This is an optimization exercise on Yosys and OpenROAD, whose aim is small area, a short achievable clock period and few clock cycles per item, not a production implementation.
In this exercise RTL edits were held to simulation tests only and were not proved equivalent to the original.

==> v28 <==
Design mdc, start of the top module:
module mdc (clk, rst_n, start, A, B, out, done);
input clk, rst_n, start;
input [7:0] A, B;
output [7:0] out;
output done;
reg       busy;
reg [6:0] ah, bh;    
reg [2:0] k;
function [2:0] ctz8;
    input [7:0] v;
    begin
        casez (v)
            8'b???????1: ctz8 = 3'd0;
            8'b??????10: ctz8 = 3'd1;
            8'b?????100: ctz8 = 3'd2;
            8'b????1000: ctz8 = 3'd3;
            8'b???10000: ctz8 = 3'd4;
            8'b??100000: ctz8 = 3'd5;
            8'b?1000000: ctz8 = 3'd6;
            default:     ctz8 = 3'd7;
        endcase
    end
endfunction
function [6:0] oddh8;
    input [7:0] v;
    begin
        casez (v)
            8'b???????1: oddh8 = v[7:1];
            8'b??????10: oddh8 = {1'b0, v[7:2]};
            8'b?????100: oddh8 = {2'b0, v[7:3]};
            8'b????1000: oddh8 = {3'b0, v[7:4]};
            8'b???10000: oddh8 = {4'b0, v[7:5]};
            8'b??100000: oddh8 = {5'b0, v[7:6]};
            8'b?1000000: oddh8 = {6'b0, v[7]};
            default:     oddh8 = 7'd0;
        endcase
    end
endfunction
function [6:0] odds8;
    input [7:0] v;
    begin
        casez (v)
            8'b???????1: odds8 = v[7:1];
            8'b??????10: odds8 = {{1{v[7]}}, v[7:2]};
            8'b?????100: odds8 = {{2{v[7]}}, v[7:3]};
            8'b????1000: odds8 = {{3{v[7]}}, v[7:4]};
            8'b???10000: odds8 = {{4{v[7]}}, v[7:5]};
            8'b??100000: odds8 = {{5{v[7]}}, v[7:6]};
            8'b?1000000: odds8 = {{6{v[7]}}, v[7]};
            default:     odds8 = {7{v[7]}};
        endcase
    end
endfunction
wire [7:0] d  = {1'b0, ah} - {1'b0, bh};
wire       lt = d[7];
wire [6:0] s  = odds8(d);
wire [6:0] vh = lt ? ~s : s;
wire       fin = (ah == bh) | (ah == 7'd0) | (bh == 7'd0);
assign done = busy & fin;
wire [7:0] odd = {ah & {7{bh != 7'd0}}, 1'b1};
assign out = odd << k;
always @(posedge clk or negedge rst_n) begin
    if (!rst_n)
        busy <= 1'b0;
    else
        busy <= start | (busy & ~fin);
end
  ...
==> module mdc, before the edit <==
module mdc (clk, rst_n, start, A, B, out, done);
input clk, rst_n, start;
input [7:0] A, B;
output [7:0] out;
output done;
reg       busy;
reg [6:0] ah, bh;    
reg [2:0] k;
function [2:0] ctz8;
    input [7:0] v;
    begin
        casez (v)
            8'b???????1: ctz8 = 3'd0;
            8'b??????10: ctz8 = 3'd1;
            8'b?????100: ctz8 = 3'd2;
            8'b????1000: ctz8 = 3'd3;
            8'b???10000: ctz8 = 3'd4;
            8'b??100000: ctz8 = 3'd5;
            8'b?1000000: ctz8 = 3'd6;
            default:     ctz8 = 3'd7;
        endcase
    end
endfunction
function [6:0] oddh8;
    input [7:0] v;
    begin
        casez (v)
            8'b???????1: oddh8 = v[7:1];
            8'b??????10: oddh8 = {1'b0, v[7:2]};
            8'b?????100: oddh8 = {2'b0, v[7:3]};
            8'b????1000: oddh8 = {3'b0, v[7:4]};
            8'b???10000: oddh8 = {4'b0, v[7:5]};
            8'b??100000: oddh8 = {5'b0, v[7:6]};
            8'b?1000000: oddh8 = {6'b0, v[7]};
            default:     oddh8 = 7'd0;
        endcase
    end
endfunction
function [6:0] odds8;
    input [7:0] v;
    begin
        casez (v)
            8'b???????1: odds8 = v[7:1];
            8'b??????10: odds8 = {{1{v[7]}}, v[7:2]};
            8'b?????100: odds8 = {{2{v[7]}}, v[7:3]};
            8'b????1000: odds8 = {{3{v[7]}}, v[7:4]};
            8'b???10000: odds8 = {{4{v[7]}}, v[7:5]};
            8'b??100000: odds8 = {{5{v[7]}}, v[7:6]};
            8'b?1000000: odds8 = {{6{v[7]}}, v[7]};
            default:     odds8 = {7{v[7]}};
        endcase
    end
endfunction
wire [7:0] d  = {1'b0, ah} - {1'b0, bh};
wire       lt = d[7];
wire [6:0] s  = odds8(d);
wire [6:0] vh = lt ? ~s : s;
wire       fin = (ah == bh) | (ah == 7'd0) | (bh == 7'd0);
assign done = busy & fin;
wire [7:0] odd = {ah & {7{bh != 7'd0}}, 1'b1};
assign out = odd << k;
always @(posedge clk or negedge rst_n) begin
    if (!rst_n)
        busy <= 1'b0;
    else
        busy <= start | (busy & ~fin);
end
always @(posedge clk) begin
    if (start) begin
        ah <= oddh8(A);
        bh <= oddh8(B);
        k  <= ctz8(A | B);
    end else begin
        ah <= lt ? ah : bh;
        bh <= vh;
    end
end
endmodule
==> flow/config.mk <==
export PLATFORM = sky130hd
export DESIGN_NAME = mdc
export DESIGN_NICKNAME = mdc
export VERILOG_FILES = /design/flow/design.v
export SDC_FILE = /design/flow/constraint.sdc
export NUM_CORES = 4
export LEC_CHECK = 0
export CAP_MARGIN = 20
export CORE_MARGIN = 2
export CORE_UTILIZATION = 40
export CTS_BUF_LIST = sky130_fd_sc_hd__clkbuf_16
export SETUP_SLACK_MARGIN = 1.5
export SLEW_MARGIN = 20
==> flow/constraint.sdc <==
create_clock -name core_clock -period 4.0 [get_ports {clk}]
set_input_delay 0.8000 -clock core_clock [delete_from_list [all_inputs] [get_ports {clk}]]
set_output_delay 0.8000 -clock core_clock [all_outputs]
set_load 0.01 [all_outputs]
standard.sh (not shown) runs the stock make flow with config.mk's settings and CLKGATE_MAP_FILE= SYNTH_SCRIPT=/design/flow/synth_recipe.tcl, a recipe that flattens the netlist after the stock synthesis.
==> flow/flow/run.sh <==
#!/bin/bash
# Standard layout, with plain buf_1 cells as the port buffers.
set -euo pipefail
export BUFFER_PORTS_ARGS="-buffer_cell sky130_fd_sc_hd__buf_1"
bash standard.sh > standard.log 2>&1
==> v24 (differences from v28) <==
--- a/flow/design.v
+++ b/flow/design.v
@@ -38,25 +38,20 @@
 endfunction
-function [6:0] odds8;
-    input [7:0] v;
-    begin
-        casez (v)
-            8'b???????1: odds8 = v[7:1];
-            8'b??????10: odds8 = {{1{v[7]}}, v[7:2]};
-            8'b?????100: odds8 = {{2{v[7]}}, v[7:3]};
-            8'b????1000: odds8 = {{3{v[7]}}, v[7:4]};
-            8'b???10000: odds8 = {{4{v[7]}}, v[7:5]};
-            8'b??100000: odds8 = {{5{v[7]}}, v[7:6]};
-            8'b?1000000: odds8 = {{6{v[7]}}, v[7]};
-            default:     odds8 = {7{v[7]}};
-        endcase
-    end
-endfunction
 wire [7:0] d  = {1'b0, ah} - {1'b0, bh};
 wire       lt = d[7];
-wire [6:0] s  = odds8(d);
-wire [6:0] vh = lt ? ~s : s;
-wire       fin = (ah == bh) | (ah == 7'd0) | (bh == 7'd0);
+wire [6:0] m  = d[7:1] ^ {7{lt}};
+reg  [6:0] vh;
+always @* begin
+    casez (ah ^ bh)
+        7'b??????1: vh = m;
+        7'b?????10: vh = {1'b0, m[6:1]};
+        7'b????100: vh = {2'b0, m[6:2]};
+        7'b???1000: vh = {3'b0, m[6:3]};
+        7'b??10000: vh = {4'b0, m[6:4]};
+        7'b?100000: vh = {5'b0, m[6:5]};
+        default:    vh = {6'b0, m[6]};
+    endcase
+end
+wire       fin = ~|((ah & ~bh) | (~ah & bh)) | ~|ah;
 assign done = busy & fin;
-wire [7:0] odd = {ah & {7{bh != 7'd0}}, 1'b1};
-assign out = odd << k;
+assign out  = {ah, 1'b1} << k;
 always @(posedge clk or negedge rst_n) begin
@@ -69,8 +64,8 @@
     if (start) begin
-        ah <= oddh8(A);
         bh <= oddh8(B);
+        ah <= (oddh8(B) == 7'd0) ? 7'd0 : oddh8(A);
         k  <= ctz8(A | B);
     end else begin
-        ah <= lt ? ah : bh;
-        bh <= vh;
+        bh <= lt ? ah : bh;
+        ah <= vh;
     end
==> flow/flow/run.sh (replaced) <==
#!/bin/bash
# The standard layout (standard.sh) with two changes:
#  - the port buffers are plain buf_1 cells;
#  - synthesis maps the logic with the ABC script in flow/abc.script instead of
#    ORFS's speed script. Everything else in synthesis (synth_recipe.tcl) is kept.
# Each tool's output goes to the ORFS logs; make's own output goes to standard.log.
set -euo pipefail
W=$(pwd)
export BUFFER_PORTS_ARGS="-buffer_cell sky130_fd_sc_hd__buf_1"
export SETUP_MOVE_SEQUENCE=sizeup,swap
export SKIP_GATE_CLONING=1
export SKIP_LAST_GASP=1
export MY_ABC_SCRIPT="$W/flow/abc.script"
{ sed -n 1p synth_recipe.tcl; cat flow/abc_override.tcl; sed -n '2,$p' synth_recipe.tcl; } > synth_own.tcl
sed "s#SYNTH_SCRIPT=[^ ]*#SYNTH_SCRIPT=$W/synth_own.tcl#" standard.sh > standard_own.sh
bash standard_own.sh > standard.log 2>&1
==> flow/flow/abc.script (new file) <==
strash
&get -n
&dch -f
&nf -R 1000
&put
strash
&get -n
&dch -f
&nf -R 1000
&put
strash
&get -n
&dch -f
&nf -R 1000
&put
mfs3 -a
topo
stime -c
==> flow/flow/abc_override.tcl (new file) <==
# Run ABC with the script in MY_ABC_SCRIPT in place of the one ORFS chose.
proc abc {args} {
  set i [lsearch -exact $args -script]
  if { $i >= 0 } {
    set args [lreplace $args [expr {$i + 1}] [expr {$i + 1}] $::env(MY_ABC_SCRIPT)]
  }
  yosys abc {*}$args
}
CTS_BUF_LIST = sky130_fd_sc_hd__clkbuf_4   (was sky130_fd_sc_hd__clkbuf_16)
SETUP_SLACK_MARGIN = 1.45   (was 1.5)
TNS_END_PERCENT = 0   (was default)
==> results.json <==
{
  "worst_r2r_endpoint": "ah[1]",
  "muxShareOfSynthArea": 0.0333,
  "gr-usage-met3": 0.0115,
  "status": "complete, no violations",
  "route.met3.wl_um": 151,
  "p_clk_uw": 87.3,
  "netlist_area_um2": 1650,
  "total_power_uw": 1770
}
That was v24.
==> results.json <==
{
  "status": "complete, no violations",
  "worst_r2r_endpoint": "bh[0]",
  "p_clk_uw": 195,
  "total_power_uw": 3050,
  "synth.top_cell.area_share": 0.145,
  "route.met3.wl_um": 295,
  "netlist_area_um2": 2060,
  "gr-usage-met3": 0.0370
}
That was v28.
Testbench counts of v28, summed over its fixed seeds: cycles 9,100, items 2,400.
Testbench counts of v24, summed over its fixed seeds: cycles 9,100, items 2,400.

==> what the ideal ports hide <==
The results above use ideal ports. As a check the final layouts listed here were re-extracted and re-timed, cells and wires unchanged. Step 1 (the two cells are an assumption about what drives the block):
set clk [get_ports {clk}]
set_driving_cell -lib_cell sky130_fd_sc_hd__clkbuf_16 $clk
set_driving_cell -lib_cell sky130_fd_sc_hd__buf_2 [delete_from_list [all_inputs] $clk]
Step 2 also shifts input and output timing later by t, the mid clock arrival at the registers, as if the neighbouring blocks saw the same clock. Three values: ideal ports, drivers, drivers and shift; two values: the first two.
run	shift t [ns]	setup slack, ns	worst hold slack (ns)	worst setup path at the end	worst data-port slew with drivers (ns)
v28	0.272	1.473 / 1.446 / 1.417	0.309 / 0.308 / 0.469	input to register	0.03
v24	0.300	1.381 / 1.360 / 1.257	0.255 / 0.258 / 0.525	input to register	0.03
After both steps every run listed still meets setup and hold. For v24, which loses most, drivers alone change the setup slack by -0.021 ns; drivers and shift together by -0.124 ns.
